From an optimization exercise on the open Yosys and OpenROAD flow, aimed at small area and a short achievable clock period; shortcuts taken in it are not production practice. Only simulation tests tie the RTL to the original design; equivalence was not proved.

==> v34: inputs <==
Design MIPS_Single_Cycle, start of the top module:
module MIPS_Single_Cycle
#(
	parameter DATA_WIDTH 	= 32
)
(
	input clk,
	input reset,
	input PCWrite, IorD, IRWrite, MemtoReg, RegWrite, ALUSrcA, CUS,
	input [1:0] ALUSrcB,
	input [3:0] ALUControl,
	input PCSrc,
	input  [31:0] mem_rdata,
	output [31:0] mem_addr,
	output [31:0] mem_wdata
	);
export LEC_CHECK = 0
export CAP_MARGIN = 20
export CORE_MARGIN = 2
export CORE_UTILIZATION = 40
export CTS_BUF_LIST = sky130_fd_sc_hd__clkbuf_16
export CTS_CLUSTER_DIAMETER = 65
export CTS_CLUSTER_SIZE = 28
export SETUP_SLACK_MARGIN = 2.5
export SLEW_MARGIN = 20
export SYNTH_HIERARCHICAL = 1
export TNS_END_PERCENT = 5
create_clock -name core_clock -period 5.0 [get_ports {clk}]
run.sh (not shown) runs the stock make flow with config.mk's settings and CLKGATE_MAP_FILE= SYNTH_SCRIPT=/design/flow/synth_recipe.tcl, a recipe that flattens the netlist after the stock synthesis.
==> v17 (differences from v34) <==
--- a/flow/design.v
+++ b/flow/design.v
@@ -28,25 +28,28 @@
 );
 	assign y = ~&a;
 endmodule
 module alu_opnd (
 	input  [31:0] A, PC, B, SE,
 	input         srca,
-	input         a_ok, pc_ok, se_ok,
+	input         a_ok,
 	input  [1:0]  srcb,
 	input  [31:0] binv,
 	output [31:0] sa,
 	output [31:0] bx
 );
-	wire   s_b  = ~srcb[1] & ~srcb[0];
-	wire   s_1  = ~srcb[1] &  srcb[0];
-	wire   s_se =  srcb[1] & ~srcb[0] & se_ok;
-	wire   s_s2 =  srcb[1] &  srcb[0] & se_ok;
-	wire [31:0] sb = (B & {32{s_b}}) | {31'h0, s_1} | (SE & {32{s_se}}) |
-	                 ({SE[29:0], 2'b00} & {32{s_s2}});
-	wire   s_pc = srca & pc_ok;
+	reg [31:0] sb;
+	always @(*) begin
+		case (srcb)
+			2'b00: sb = B;
+			2'b01: sb = 32'h1;
+			2'b10: sb = SE;
+			2'b11: sb = {SE[29:0], 2'b00};
+		endcase
+	end
+	wire   s_pc = srca;
 	wire   s_a  = ~srca & a_ok;
 	assign sa = (PC & {32{s_pc}}) | (A & {32{s_a}});
 	assign bx = sb ^ binv;
 endmodule
 module alu_xnor (
 	input  [31:0] a, b,
@@ -441,17 +444,17 @@
 	reg  [31:1] we;
 	wire [31:1] sel1, sel2;
 	wire [31:0] rd1, rd2;
 	integer i;
 	always @(*) begin
 		for (i = 1; i < 32; i = i + 1) begin
-			we[i]   = RegWrite & live & (wa == i);
+			we[i]   = RegWrite & (wa == i);
 		end
 	end
-	rd_dec u_dec1 (.ra(ra1), .en(live), .valid(rf_valid), .sel(sel1));
-	rd_dec u_dec2 (.ra(ra2), .en(live), .valid(rf_valid), .sel(sel2));
+	rd_dec u_dec1 (.ra(ra1), .valid(rf_valid), .sel(sel1));
+	rd_dec u_dec2 (.ra(ra2), .valid(rf_valid), .sel(sel2));
 	rf_read u_rd1 (.q(rf), .sel(sel1), .d(rd1));
 	rf_read u_rd2 (.q(rf), .sel(sel2), .d(rd2));
 	reg [32*32-1:32] rf_next;
 	always @(*) begin
 		for (i = 1; i < 32; i = i + 1)
 			rf_next[i*32 +: 32] = (wd & {32{we[i]}}) | (rf[i*32 +: 32] & {32{~we[i]}});
@@ -474,13 +477,13 @@
 		for (gq = 0; gq < 4; gq = gq + 1) begin : bq
 			alu_binv u (.op(ALUControl[2:0]), .binv(binv_q[gq]));
 		end
 	endgenerate
 	wire [31:0] binv_v = {{8{binv_q[3]}}, {8{binv_q[2]}}, {8{binv_q[1]}}, {8{binv_q[0]}}};
 	wire [31:0] sa, bx, pn, gn;
-	alu_opnd u_opnd (.A(A), .PC(PC), .B(B), .SE(SignImm), .srca(ALUSrcA), .a_ok(live), .pc_ok(live), .se_ok(live),
+	alu_opnd u_opnd (.A(A), .PC(PC), .B(B), .SE(SignImm), .srca(ALUSrcA), .a_ok(live),
 	                 .srcb(ALUSrcB), .binv(binv_v), .sa(sa), .bx(bx));
 	alu_xnor u_xnor (.a(sa), .b(bx), .pn(pn));
 	alu_gen  u_gen  (.a(sa), .b(bx), .cin(cin), .gn(gn));
 	wire [31:0] g1, p1, g2n, p2n, g3, p3, g4n, p4n, g5, p5;
 	ks_n2p #(.D(1))  u_l1 (.gn(gn),  .pn(pn),  .g(g1),  .p(p1));
 	ks_p2n #(.D(2))  u_l2 (.g(g1),   .p(p1),   .gn(g2n), .pn(p2n));
@@ -492,44 +495,43 @@
 	wire        pc_alu   = PCWrite & ~PCSrc;
 	wire        pc_out   = PCWrite & PCSrc;
 	wire        pc_out_l = pc_out & live;
 	wire [31:0] r_c0, r_c1, pc_c0, pc_c1;
 	alu_pre u_pre (.pn(pn), .g(g), .ALUOut(ALUOut), .PC(PC),
 	               .s_g(s_g), .s_p(s_p), .s_sum(s_sum), .pc_alu(pc_alu),
-	               .pc_out_l(pc_out_l), .pc_keep(~pc_out & live),
+	               .pc_out_l(pc_out_l), .pc_keep(~pc_out),
 	               .r_c0(r_c0), .r_c1(r_c1), .pc_c0(pc_c0), .pc_c1(pc_c1));
 	wire [31:0] ALUResult, pc_next;
 	alu_tail u_tail (.c(carry), .r0(r_c0), .r1(r_c1), .q0(pc_c0), .q1(pc_c1),
 	                 .r(ALUResult), .q(pc_next));
 	always @(posedge clk or negedge reset) begin
-		if (!reset)
-			B <= 32'h0;
-		else
-			B <= rd2;
-	end
-	wire [31:0] ir_next = IRWrite ? mem_rdata : (IR & {32{live}});
-	always @(posedge clk) begin
-		PC <= pc_next;
-		IR <= ir_next;
+		if (!reset) begin
+			PC     <= 32'h0;
+			IR     <= 32'h0;
+			B      <= 32'h0;
+		end else begin
+			PC     <= pc_next;
+			if (IRWrite) IR <= mem_rdata;
+			B      <= rd2;
+		end
 	end
 	always @(posedge clk) begin
 		MDR    <= mem_rdata;
 		A      <= rd1;
 		ALUOut <= ALUResult;
 	end
 	wire [31:0] addr_o, addr_p;
 	wire [3:0]  iord_n, iord_p;
-	nor_s u_in0 (.a(IorD), .b(live_n), .y(iord_n[0]));
-	nor_s u_in1 (.a(IorD), .b(live_n), .y(iord_n[1]));
-	nor_s u_in2 (.a(IorD), .b(live_n), .y(iord_n[2]));
-	nor_s u_in3 (.a(IorD), .b(live_n), .y(iord_n[3]));
-	wire  iord_l = ~IorD;
-	nor_s u_ip0 (.a(iord_l), .b(live_n), .y(iord_p[0]));
-	nor_s u_ip1 (.a(iord_l), .b(live_n), .y(iord_p[1]));
-	nor_s u_ip2 (.a(iord_l), .b(live_n), .y(iord_p[2]));
-	nor_s u_ip3 (.a(iord_l), .b(live_n), .y(iord_p[3]));
+	inv_s u_in0 (.a(IorD), .y(iord_n[0]));
+	inv_s u_in1 (.a(IorD), .y(iord_n[1]));
+	inv_s u_in2 (.a(IorD), .y(iord_n[2]));
+	inv_s u_in3 (.a(IorD), .y(iord_n[3]));
+	nor_s u_ip0 (.a(iord_n[0]), .b(live_n), .y(iord_p[0]));
+	nor_s u_ip1 (.a(iord_n[1]), .b(live_n), .y(iord_p[1]));
+	nor_s u_ip2 (.a(iord_n[2]), .b(live_n), .y(iord_p[2]));
+	nor_s u_ip3 (.a(iord_n[3]), .b(live_n), .y(iord_p[3]));
 	nand_vv u_am_o (.a(ALUOut), .b({{8{iord_p[3]}}, {8{iord_p[2]}}, {8{iord_p[1]}}, {8{iord_p[0]}}}), .y(addr_o));
 	nand_vv u_am_p (.a(PC),     .b({{8{iord_n[3]}}, {8{iord_n[2]}}, {8{iord_n[1]}}, {8{iord_n[0]}}}), .y(addr_p));
 	nand_vv u_am   (.a(addr_o), .b(addr_p), .y(mem_addr));
 	assign mem_wdata = B;
 endmodule
 module rf_read (
@@ -597,19 +599,18 @@
 	output y
 );
 	assign y = ~(a | b);
 endmodule
 module rd_dec (
 	input  [4:0]  ra,
-	input         en,
 	input  [31:1] valid,
 	output [31:1] sel
 );
 	wire [3:0] hi;
 	wire [7:0] lo;
-	predec2 u_hi (.a(ra[4:3]), .en(en), .y(hi));
+	predec2 u_hi (.a(ra[4:3]), .y(hi));
 	predec3 u_lo (.a(ra[2:0]), .y(lo));
 	wire [31:0] hi_x, lo_x;
 	genvar i;
 	generate
 		for (i = 0; i < 32; i = i + 1) begin : x
 			assign hi_x[i] = hi[i / 8];
@@ -617,16 +618,15 @@
 		end
 	endgenerate
 	and3_v u_sel (.a(valid), .b(hi_x[31:1]), .c(lo_x[31:1]), .y(sel));
 endmodule
 module predec2 (
 	input  [1:0] a,
-	input        en,
 	output [3:0] y
 );
-	assign y = {3'b000, en} << a;
+	assign y = 4'b0001 << a;
 endmodule
 module predec3 (
 	input  [2:0] a,
 	output [7:0] y
 );
 	assign y = 8'b00000001 << a;
CTS_CLUSTER_DIAMETER = 60   (was 65)
CTS_CLUSTER_SIZE = 24   (was 28)
TNS_END_PERCENT = 30   (was 5)
==> run_results.csv <==
group,metric,value,unit
run_status,outcome,"finished clean",
clock_network,post-cts-setup-buffers,85,
critical_path,critPathLaunchType,"register",
clock_network,cts_made_buffers,81,
power_and_ir_drop,power.share.clock,0.329,
critical_path,crit_path_frequent_cell,"buf_12",
die,start_util,0.403,
timing,fmax,0.315,GHz
global_route,first_global_vias,39103,
route,wl_met3,25700,um
the above is filed under v34

==> run_results.csv <==
group,metric,value,unit
run_status,outcome,"finished clean",
critical_path,critPathLaunchType,"primary input",
timing,fmax,0.344,GHz
critical_path,crit_path_frequent_cell,"buf_6",
clock_network,post-cts-setup-buffers,100,
clock_network,cts_made_buffers,95,
route,wl_met3,24600,um
global_route,first_global_vias,39002,
the above is filed under v17

[afterwards: timing with drivers on the ports]
No port has a modelled driver above. Below, the same layouts with a new extraction and two added sets of constraints.
Step 1, drivers: a clkbuf_16 drives clk and a buf_2 each remaining input, both assumed.
Step 2 times the ports against the registers' clock, not the clock port: input delays grow and output delays shrink by t, the midpoint of the rising clock arrivals with the driver on.
Slacks: ideal ports / drivers / drivers and shift; pairs: ideal ports / drivers.
run	t (ns)	setup WS [ns]	slew at the worst register clock pin (ns)
v34	0.769	1.830 / 1.830 / 1.386	0.11 / 0.11
v17	0.792	2.090 / 2.026 / 1.471	0.09 / 0.09
After both steps setup and hold are still met in every run listed. For v17, which loses most, drivers alone change the setup slack by -0.064 ns; drivers and shift together by -0.619 ns.
